This design comes from an exercise in tuning for small area and a short achievable clock period on the open sky130 flow, not from production work.
Function was checked by simulation only, so behaviour that the tests miss may differ from the original.
The flow treats the clock pin as an ideal source, which a real chip does not have.
Power and IR drop assume default switching activity.

// Parameterized_ALU
module Parameterized_ALU#(parameter N = 16)(
    input clk,
    input [N-1:0] A,
    input [N-1:0] B,
    input [3:0] ALU_Func,
    output reg [N-1:0] ALU_out,
    output reg Carry,
    output  Arith,
    output  Shift,
    output  CMP,
    output  Logic
    );
Size in the first run: roughly 1800 cells after synthesis, about 58 I/O pins, about 10000 um2 of cells after synthesis.
==> module Parameterized_ALU, before the edit <==
module Parameterized_ALU#(parameter N = 16)(
    input clk,
    input [N-1:0] A,
    input [N-1:0] B,
    input [3:0] ALU_Func,
    output reg [N-1:0] ALU_out,
    output reg Carry,
    output  Arith,
    output  Shift,
    output  CMP,
    output  Logic
    );
    wire arr  = (ALU_Func[3:1] == 3'b001);
    wire divm = arr & ALU_Func[0];
    wire mulm = arr & ~ALU_Func[0];
    wire addm = (ALU_Func == 4'b0000);
    wire [15:0] q, r;
    wire c;
    alu_muldiv u_md(.A(A), .B(B), .divm(divm), .mulm(mulm), .addm(addm), .Q(q), .R(r), .C(c));
    wire lt = ~c;
    wire eq = ~|(A ^ B);
    wire gt = c & ~eq;
    reg [3:0] tt;
    always @* begin
        case (ALU_Func)
            4'b0100: tt = 4'b1000;   
            4'b0101: tt = 4'b1110;   
            4'b0110: tt = 4'b0111;   
            4'b0111: tt = 4'b0001;   
            4'b1000: tt = 4'b0110;   
            4'b1001: tt = 4'b1001;   
            default: tt = 4'b0000;
        endcase
    end
    wire [15:0] lg;
    genvar gi;
    generate for (gi = 0; gi < 16; gi = gi + 1) begin : lut
        assign lg[gi] = tt[{A[gi], B[gi]}];
    end endgenerate
    wire sel_r  = (ALU_Func[3:2] == 2'b00) & ~divm;      
    wire inv_r  = ~ALU_Func[0];                          
    wire f_eq   = (ALU_Func == 4'b1010);
    wire f_gt   = (ALU_Func == 4'b1011);
    wire f_lt   = (ALU_Func == 4'b1100);
    wire f_shr  = (ALU_Func == 4'b1101);
    wire f_shl  = (ALU_Func == 4'b1110);
    wire f_cy   = (ALU_Func[3:1] == 3'b000);              
    always @(posedge clk) begin
        Carry <= f_cy & ~c;
        ALU_out <= ({16{sel_r}} & (r ^ {16{inv_r}}))
                 | ({16{divm}} & q)
                 | lg
                 | ({16{f_shr}} & {1'b0, A[15:1]})
                 | ({16{f_shl}} & {A[14:0], 1'b0})
                 | {14'b0, (f_gt & gt) | (f_lt & lt), (f_eq & eq) | (f_lt & lt)};
    end
    assign Arith = (ALU_Func[3:2] == 2'b00);
    assign Logic = (ALU_Func[3:2] == 2'b01) || (ALU_Func == 4'b1000) || (ALU_Func == 4'b1001);
    assign CMP   = (ALU_Func == 4'b1010) || (ALU_Func == 4'b1011) || (ALU_Func == 4'b1100);
    assign Shift = (ALU_Func == 4'b1101) || (ALU_Func == 4'b1110);
endmodule
==> flow/config.mk <==
export PLATFORM = sky130hd
export DESIGN_NAME = Parameterized_ALU
export DESIGN_NICKNAME = Parameterized_ALU
export VERILOG_FILES = /design/flow/design.v
export SDC_FILE = /design/flow/constraint.sdc
export NUM_CORES = 4
export LEC_CHECK = 0
export ABC_AREA = 1
export CAP_MARGIN = 20
export CORE_MARGIN = 2
export CORE_UTILIZATION = 40
export SLEW_MARGIN = 20
==> flow/constraint.sdc <==
create_clock -name core_clock -period 35.0 [get_ports {clk}]
set_input_delay 7.0000 -clock core_clock [delete_from_list [all_inputs] [get_ports {clk}]]
set_output_delay 7.0000 -clock core_clock [all_outputs]
set_load 0.01 [all_outputs]
standard.sh (not shown) runs the stock make flow with config.mk's settings and CLKGATE_MAP_FILE= SYNTH_SCRIPT=/design/flow/synth_recipe.tcl, a recipe that flattens the netlist after the stock synthesis.
==> flow/flow/run.sh <==
#!/bin/bash
# The standard layout, with the port buffers made of sky130_fd_sc_hd__buf_2 cells
# (the standard flow picks clkdlybuf4s50_1; every port still gets its buffer), and one more
# timing repair after clock tree synthesis (flow/resize_cts.tcl).
set -euo pipefail
export BUFFER_PORTS_ARGS="-buffer_cell sky130_fd_sc_hd__buf_2"
bash standard.sh cts > standard_cts.log 2>&1
openroad -no_init -exit flow/resize_cts.tcl > resize_cts.log 2>&1
touch orfs/results/sky130hd/Parameterized_ALU/base/4_cts.sdc
bash standard.sh > standard.log 2>&1
==> flow/flow/resize_cts.tcl <==
# After clock tree synthesis: size up and buffer the slowest paths a little further than
# the standard flow's flow does (about 1 ns more setup slack at the design's clock period), then
# legalise the placement again. Registers keep their cell types (sizing only).
set results orfs/results/sky130hd/Parameterized_ALU/base
read_liberty $::env(FLOW_HOME)/platforms/sky130hd/lib/sky130_fd_sc_hd__tt_025C_1v80.lib
read_db $results/4_cts.odb
read_sdc $results/4_cts.sdc
source $::env(FLOW_HOME)/platforms/sky130hd/setRC.tcl
set_dont_use [list sky130_fd_sc_hd__probe_p_8 sky130_fd_sc_hd__probec_p_8 sky130_fd_sc_hd__lpflow_*]
estimate_parasitics -placement
set ws [expr [sta::worst_slack_cmd max] * 1e9]
puts "worst setup slack before: $ws ns"
report_design_area
repair_timing -setup -setup_margin [expr $ws + 1.0] -sequence "unbuffer,sizeup,swap,buffer" -repair_tns 100
detailed_placement
check_placement -verbose
estimate_parasitics -placement
puts "worst setup slack after: [expr [sta::worst_slack_cmd max] * 1e9] ns"
report_design_area
write_db $results/4_cts.odb
The starting point produced a clean layout.
Next try:
--- a/flow/design.v
+++ b/flow/design.v
@@ -20,42 +20,29 @@
     alu_muldiv u_md(.A(A), .B(B), .divm(divm), .mulm(mulm), .addm(addm), .Q(q), .R(r), .C(c));
     wire lt = ~c;
     wire eq = ~|(A ^ B);
     wire gt = c & ~eq;
-    reg [3:0] tt;
-    always @* begin
+    always @(posedge clk) begin
+        Carry <= 1'b0;
         case (ALU_Func)
-            4'b0100: tt = 4'b1000;   
-            4'b0101: tt = 4'b1110;   
-            4'b0110: tt = 4'b0111;   
-            4'b0111: tt = 4'b0001;   
-            4'b1000: tt = 4'b0110;   
-            4'b1001: tt = 4'b1001;   
-            default: tt = 4'b0000;
+            4'b0000: {Carry, ALU_out} <= {~c, ~r};
+            4'b0001: {Carry, ALU_out} <= {~c, r};
+            4'b0010: ALU_out <= ~r;
+            4'b0011: ALU_out <= q;
+            4'b0100: ALU_out <= A & B;
+            4'b0101: ALU_out <= A | B;
+            4'b0110: ALU_out <= ~(A & B);
+            4'b0111: ALU_out <= ~(A | B);
+            4'b1000: ALU_out <= A ^ B;
+            4'b1001: ALU_out <= ~(A ^ B);
+            4'b1010: ALU_out <= {15'b0, eq};
+            4'b1011: ALU_out <= {14'b0, gt, 1'b0};
+            4'b1100: ALU_out <= {14'b0, lt, lt};
+            4'b1101: ALU_out <= {1'b0, A[15:1]};
+            4'b1110: ALU_out <= {A[14:0], 1'b0};
+            default: ALU_out <= 16'b0;
         endcase
     end
-    wire [15:0] lg;
-    genvar gi;
-    generate for (gi = 0; gi < 16; gi = gi + 1) begin : lut
-        assign lg[gi] = tt[{A[gi], B[gi]}];
-    end endgenerate
-    wire sel_r  = (ALU_Func[3:2] == 2'b00) & ~divm;      
-    wire inv_r  = ~ALU_Func[0];                          
-    wire f_eq   = (ALU_Func == 4'b1010);
-    wire f_gt   = (ALU_Func == 4'b1011);
-    wire f_lt   = (ALU_Func == 4'b1100);
-    wire f_shr  = (ALU_Func == 4'b1101);
-    wire f_shl  = (ALU_Func == 4'b1110);
-    wire f_cy   = (ALU_Func[3:1] == 3'b000);              
-    always @(posedge clk) begin
-        Carry <= f_cy & ~c;
-        ALU_out <= ({16{sel_r}} & (r ^ {16{inv_r}}))
-                 | ({16{divm}} & q)
-                 | lg
-                 | ({16{f_shr}} & {1'b0, A[15:1]})
-                 | ({16{f_shl}} & {A[14:0], 1'b0})
-                 | {14'b0, (f_gt & gt) | (f_lt & lt), (f_eq & eq) | (f_lt & lt)};
-    end
     assign Arith = (ALU_Func[3:2] == 2'b00);
     assign Logic = (ALU_Func[3:2] == 2'b01) || (ALU_Func == 4'b1000) || (ALU_Func == 4'b1001);
     assign CMP   = (ALU_Func == 4'b1010) || (ALU_Func == 4'b1011) || (ALU_Func == 4'b1100);
     assign Shift = (ALU_Func == 4'b1101) || (ALU_Func == 4'b1110);
The new run passed the timing, design-rule and antenna checks.
Hold slack improved by 0.19 ns.
Total power goes down by a few percent.
Sequential share of layout area is about the same.
Setup slack improved by 0.45 ns.
Synthesized cell count goes up by a few percent.
Non-clock buffer count goes up by 4.

-- separate check: timing with driven ports --
How much do the figures lean on ideal ports? The routed layouts below were timed once more, with nothing changed but the port constraints. Step 1 sets driving cells, clkbuf_16 on the clock port and buf_2 on the other inputs (assumed; they add their load-dependent delay and slew). Step 2 times the ports against the registers' clock, not the clock port: input delays grow and output delays shrink by t, the midpoint of the rising clock arrivals with the driver on. Slacks: ideal / step 1 / step 2; pairs: ideal / step 1.
run	t (ns)	setup slack, ns	worst setup path at the end
the first run	0.283	10.764 / 10.765 / 10.481	input to register
the second run	0.273	11.218 / 11.220 / 10.947	input to register
After both steps every run listed still meets setup and hold. The setup slack of the first run, which loses most, moves by +0.001 ns with the drivers and by -0.283 ns with both steps.
